Source: an optimization exercise on an open RTL-to-GDS flow (aim: small area and a short achievable clock period). Production flows keep margins and buffers that such runs may drop. No run shown here included a check of the RTL's function; only the layout flow was run. Power figures rest on the tool's default switching activity, not on a simulated workload.

## flow/design.v (module list and top-level ports; edited modules follow where they fit)
// module alu: 646 lines
module alu(FPUCLK, RST, A, B, CTRL, OUT);
  // ...
==> flow/flow/run.sh <==
#!/bin/bash
set -euo pipefail
cd "$(dirname "$0")/.."
export BUFFER_PORTS_ARGS="-buffer_cell sky130_fd_sc_hd__buf_2"
export SYNTH_ARGS="-noabc"
bash standard.sh > standard_flow.log 2>&1
==> flow/standard.sh <==
#!/bin/bash
# synth_recipe.tcl (not shown) runs the flow's synth.tcl, then flattens the netlist and writes it again
# the make line also repeats each setting of config.mk as NAME=value (left out here)
make -C /OpenROAD-flow-scripts/flow DESIGN_CONFIG=/design/flow/config.mk WORK_HOME=/design/flow/orfs CLKGATE_MAP_FILE= SYNTH_SCRIPT=/design/flow/synth_recipe.tcl "${@:-finish}"
==> flow/config.mk <==
export PLATFORM = sky130hd
export DESIGN_NAME = alu
export DESIGN_NICKNAME = alu
export VERILOG_FILES = /design/flow/design.v
export SDC_FILE = /design/flow/constraint.sdc
export NUM_CORES = 4
export LEC_CHECK = 0
export CAP_MARGIN = 20
export CELL_PAD_IN_SITES_DETAIL_PLACEMENT = 1
export CORE_MARGIN = 2
export CORE_UTILIZATION = 35
export SETUP_SLACK_MARGIN = 4
export SLEW_MARGIN = 20
export TNS_END_PERCENT = 5
==> flow/constraint.sdc <==
create_clock -name core_clock -period 7.0 [get_ports {FPUCLK}]
set_input_delay 1.4000 -clock core_clock [delete_from_list [all_inputs] [get_ports {FPUCLK}]]
set_output_delay 1.4000 -clock core_clock [all_outputs]
set_load 0.01 [all_outputs]
==> impl_metrics.toml, run 1 <==
[synth]
synthSimpleGateAreaFrac_pct = 16.5
synthTopCellsByCount = "303 x nor2_1, 258 x fa_1, 216 x dfxtp_1, 166 x inv_1, 123 x nand2_1"
synth_top_area_share_pct = 25.6
synth.most_common_cell = "nor2_1"

[final_layout]
buffers = 161
seq_cell_count = 253
regMostFlops = "r2_m"
largestRegisters = "r2_m: 92 flops, r3_m: 25 flops"
largest_cell_class = "multi-input combinational cells"
multi_input_area_share_pct = 60.9

[sta]
setup-tns-final_ns = 0
finalSetupViolCount = 0
whs_ns = 0.328
timing.clock.skew_ns = 0.0258

[die]
die_h_um = 244
taps = 756
ioPinCount = 101

[clock_tree]
hold_buffers = 0
clkLatencyLatePin_ns = 0.57
cts_tree = "done"
clock_path_buffers = 3

[global_route]
grt_max_degree = 64
grt_overflow_total = 0

[power_and_ir_drop]
pwr-share-clk_pct = 16.6
power_switching_w = 0.00445
ir_drop_mv = 0.276
p_seq_w = 0.00230
leakage_nw = 10.2

[setup_path]
worst_r2r_endpoint = "r2_m[8]"
path_class = "flip-flop to flip-flop"
r2r_slack_ns = 3.37
crit_start = "nma[18]"
cpMaxStageDelayCell = "fa_1"

[place]
port_buffers = 99
place_inst = 2876
post-place-ws_ns = 3.04

[detailed_routing]
antenna_left = 0
viasPerCell = 5.54
wl_met1_um = 27600
dr.max_layer_used = "met4"

[outcome]
status = "timing/DRC/antenna clean"

[hold_path]
hold_path_end = "r3_zero"

[flow_run]
drv_cap = 0
==> run 2, diff against run 1 <==
--- a/flow/design.v
+++ b/flow/design.v
@@ -19,38 +19,37 @@
   wire sel_b = sp_b | (~sp_a & (dab[7] | (d_zero & f_lt)));
   wire [7:0] sh = dab[7] ? dba : dab;
   wire sh_big = (sh > 8'd23) | sp_a | sp_b;
   wire swap = ~mul0 & sel_b;
   wire eff_sub = sa ^ sb ^ sub0;
   wire inf_s_add = a_inf ? sa : sb;
   wire [7:0] e_mul = ea + eb + 8'h81;
   wire s_mul = sa ^ sb;
-  reg [22:0] nma, nmb;      
+  reg [22:0] ma, mb;        
   reg r1_swap, r1_mul, r1_sub, r1_shbig, r1_sa, r1_sb, r1_inf, r1_zero;
   reg [4:0] r1_sh;
   reg [7:0] r1_ea, r1_eb;
   always @(posedge FPUCLK) begin
-    nma <= ~fa;
-    nmb <= ~fb;
+    ma <= swap ? fb : fa;    
+    mb <= swap ? fa : fb;
     r1_swap <= swap;
     r1_mul <= mul0;
     r1_sub <= ~mul0 & eff_sub;
     r1_shbig <= sh_big;
     r1_sh <= sh[4:0];
     r1_ea <= mul0 ? e_mul : ea;
     r1_eb <= eb;
     r1_sa <= mul0 ? s_mul : ((a_inf | b_inf) ? inf_s_add : sa);
     r1_sb <= (a_inf | b_inf) ? inf_s_add : (sp_b ? (sb | sub0) : (sb ^ sub0));
     r1_inf <= a_inf | b_inf;
     r1_zero <= mul0 & (a_zero | b_zero);
   end
-  wire [22:0] ma = ~nma, mb = ~nmb;
-  wire [22:0] xa = r1_swap ? mb : ma;
-  wire [22:0] xb = r1_swap ? ma : mb;
+  wire [22:0] xa = ma;
+  wire [22:0] xb = mb;
   wire [23:0] big = {1'b1, xa};
   wire [23:0] sh0 = r1_shbig ? 24'd0 : {1'b1, xb};
   wire [23:0] sh1 = r1_sh[0] ? {1'b0, sh0[23:1]} : sh0;
   wire [23:0] sh2 = r1_sh[1] ? {2'b0, sh1[23:2]} : sh1;
   wire [23:0] sh3 = r1_sh[2] ? {4'b0, sh2[23:4]} : sh2;
   wire [23:0] sh4 = r1_sh[3] ? {8'b0, sh3[23:8]} : sh3;
   wire [23:0] sml = r1_sh[4] ? {16'b0, sh4[23:16]} : sh4;
   wire [23:0] smx = sml ^ {24{r1_sub}};
==> flow/config.mk (replaced) <==
export PLATFORM = sky130hd
export DESIGN_NAME = alu
export DESIGN_NICKNAME = alu
export VERILOG_FILES = /design/flow/design.v
export SDC_FILE = /design/flow/constraint.sdc
export NUM_CORES = 4
export LEC_CHECK = 0
export CAP_MARGIN = 20
export CELL_PAD_IN_SITES_DETAIL_PLACEMENT = 1
export CORE_MARGIN = 2
export CORE_UTILIZATION = 35
export SETUP_SLACK_MARGIN = 3.6
export SLEW_MARGIN = 20
export TNS_END_PERCENT = 5
==> impl_metrics.toml, run 2 <==
[outcome]
status = "timing/DRC/antenna clean"

[final_layout]
final_util_pct = 40.6
largestRegisters = "r2_m: 92 flops, r3_m: 25 flops"
largest_reg_flops = 92
drive_gt1_share_pct = 21.1
layout_common_cells = "284 x and2_1, 247 x fa_1, 187 x dfxtp_1, 107 x nor2_1, 95 x buf_2"
fin_nets = 2506
finalNonFillerCells = 2875
regMostFlops = "r2_m"
diodes = 0
num-fill-cells = 6430
mostFrequentLayoutCell = "and2_1"
area_growth_pct = 15.3

[sta]
period_share_pct = 53.6
rsz0062_at_grt = "true"
whs_ns = 0.325
timing.clock.skew_ns = 0.0272
drv_slew = 0
max_freq_mhz = 267
tightest_slew_ns = 1.08
period_needed_ns = 3.75
finalSetupViolCount = 0
setup-tns-final_ns = 0
max_slew_margin_pct = 28.0
hold_viol = 0

[place]
dp_hpwl_um = 46600
port_buffers = 99
place.gp.congestion = 0.902
place_inst = 2765

[clock_tree]
htreeDepth = 1
cts_buffers = 28
clock_path_buffers = 3
hold_buffers = 0
cts_tree = "done"
clkTransAtPathRegs_ns = 0.06
clkLatencyLatePin_ns = 0.59
clockRootBuffer = "clkbuf_16"
clock-sinks = 253

[synth]
syn_area_per_cell_um2 = 10.4
synthTopCellsByArea = "fa_1 25%, dfxtp_1 21%, and2_1 9.0%"
synthTopCellsByCount = "297 x and2_1, 258 x fa_1, 216 x dfxtp_1, 108 x nor2_1, 98 x ha_1"
synthCells = 1984
synth_fp_nets = 2409
ys_types = 86
synth_seq_cells = 253
synth.most_common_cell = "and2_1"
synth-edff-count = 0
yosysWarningCount = 1
synth_ff_type = "dfxtp_1"
synth_top_area_share_pct = 25.0
yosysTopAreaCell = "fa_1"
synth.cell_area_mm2 = 0.0207
ys_async_sr_fraction_pct = 14.6
yosysSeqAreaShare_pct = 25.4

[power_and_ir_drop]
p_total_w = 0.0125
ir_drop_mv = 0.293
powerDensity_mw_per_mm2 = 524
leakage_nw = 10.1

[setup_path]
critPathRequiredTime_ns = 7.49
crit_start = "r2_m[28]"
path_class = "flip-flop to flip-flop"
worst_r2r_endpoint = "r3_m[23]"
cp.arrival_ns = 4.24
reg2regPathDepth = 13
startpoint_type = "flip-flop"
cp-endpoint = "r3_m[23]"
worst_setup_path_end_kind = "flip-flop"
r2r-start = "r2_m[28]"
cp_max_fo = 3
r2r_slack_ns = 3.25

[die]
ioPinCount = 101
die_w_um = 247
die_h_um = 247
fp.coreArea_mm2 = 0.0587
std_cell_rows = 89
initial_utilization_pct = 35.2
die_area_mm2 = 0.0610

[detailed_routing]
totalWireLength_um = 66200
num_vias = 15662
initialDrtViolationCount = 1058
dr.pass1.iters = 5
avgRoutedWirePerCell_um = 23.0
antenna_left = 0
drc = 0
viasPerCell = 5.45

[global_route]
antenna_found_initial = 0
grt_first_pass_wirelength_um = 101000
grt_overflow_total = 0
grt_max_degree = 102
grt_pass1_vias = 17242
grt_util_all_layers_pct = 21.6

[flow_run]
drv_cap = 0

[hold_path]
hold_class = "flip-flop to flip-flop"
## run 2: cell types whose count changed in the layout (fill, tap and decap cells not counted), moves of 11 or more
cell	change
a21oi_1	-17
and2_1	+234
and2_4	+13
buf_4	+24
inv_1	-96
mux2_2	+40
mux2_4	+23
nand2_1	-31
nor2_1	-196
o21ai_0	-27
or2_2	-40
xnor2_1	+11
## run 2: worst min path at each step
stage | startpoint | end | slack, ns | depth (start not counted)
3_3_place_gp | r2_e[5] | r3_e[5] | 0.31 | 0
6_report | r2_e[7] | r3_e[7] | 0.32 | 0
4_1_cts | r2_e[5] | r3_e[5] | 0.33 | 0
5_1_grt | r2_inf | r3_inf | 0.33 | 0
3_5_place_dp | r2_e[5] | r3_e[5] | 0.31 | 0
2_1_floorplan | r1_inf | r2_inf | 0.31 | 0
## run 2: cell families (layout without fill, tap and decap cells)
family,Yosys count,count (layout),share of synthesized area [%]
xor gates and xnor gates,69,69,2.96
and+or+nand+nor,659,659,17.4
adders and majority gates,356,356,30.9
muxes,168,168,9.57
buffers and inverters,185,302,3.89
AOI/OAI and AO/OA,294,295,9.84
DFF,253,253,25.4
## run 2: cell type report
| type | instances | area, um2 | share of cell area, % |
|---|---|---|---|
| well taps | 773 | 967 | 4.06 |
| flip-flops and latches | 253 | 5330 | 22.4 |
| repair buffers | 179 | 1280 | 5.37 |
| inverters | 72 | 287 | 1.20 |
| clock inverters | 11 | 166 | 0.699 |
| multi-input cells | 1547 | 15000 | 62.9 |
| clock buffers | 40 | 796 | 3.34 |
## run 2: layer usage
metal / track usage, % / wire length (um) / vias to the layer above
met1: 27.8 / 28300 / 8118
met5: 0 / 0 / -
met2: 36.5 / 32100 / 516
met4: 9.34 / 2790 / 0
li1: - / - / 6884
met3: 2.46 / 3050 / 144
## run 2: per-stage QoR
stage          area, um2  worst slack, ns
2_1_floorplan      20800             3.14
3_3_place_gp       21900             1.86
3_5_place_dp       21900             1.75
4_1_cts            23200             3.21
5_1_grt            23800             3.11
6_report           23800             3.25
## run 2: what timing repair did
item | 4_1_cts | 5_1_grt
cloned | 2 | 3
resized for setup | 65 | 72
setup buffers | 18 | 36
hold endpoints to repair | 0 | 0
pin swaps | 22 | 39
setup endpoints to repair | 115 | 124
## run 2: power breakdown
part           internal, W  total, W  switching, W
clock network     0.000907   0.00154      0.000634
logic              0.00389   0.00845       0.00457
registers          0.00199   0.00250      0.000502
## run 2: critical path, stage by stage (launching register included)
cell       delay, ns
dfxtp_1         0.32
fa_2            0.59
fa_2            0.47
ha_4            0.21
a21o_1          0.22
a2111oi_4       0.34
buf_4           0.19
o21a_1          0.13
o21ai_2         0.08
a41o_1          0.22
o31a_1          0.26
o21a_1          0.21
o41ai_2         0.25
xnor2_1         0.16

-- afterwards: timing with drivers on the ports --
The flow's constraints put no driver on any port. The routed layouts listed below were extracted and timed again, unchanged, in two steps.
Step 1 (the two cells are an assumption about what drives the block):
set clk [get_ports {FPUCLK}]
set_driving_cell -lib_cell sky130_fd_sc_hd__clkbuf_16 $clk
set_driving_cell -lib_cell sky130_fd_sc_hd__buf_2 [delete_from_list [all_inputs] $clk]
Step 2 times the ports against the registers' clock, not the clock port: input delays grow and output delays shrink by t, the midpoint of the rising clock arrivals with the driver on.
Slacks: ideal ports / drivers / drivers and shift; pairs: ideal ports / drivers.
| run | shift t [ns] | setup WS [ns] | hold slack, ns | pins driven straight from the clock port |
|---|---|---|---|---|
| run 1 | 0.608 | 3.367 / 3.367 / 2.955 | 0.328 / 0.328 / 0.328 | 1 |
| run 2 | 0.635 | 3.248 / 3.248 / 2.893 | 0.325 / 0.325 / 0.325 | 1 |
After both steps setup and hold are still met in every run listed. The setup slack of run 1, which loses most, moves by 0.000 ns with the drivers and by -0.412 ns with both steps.
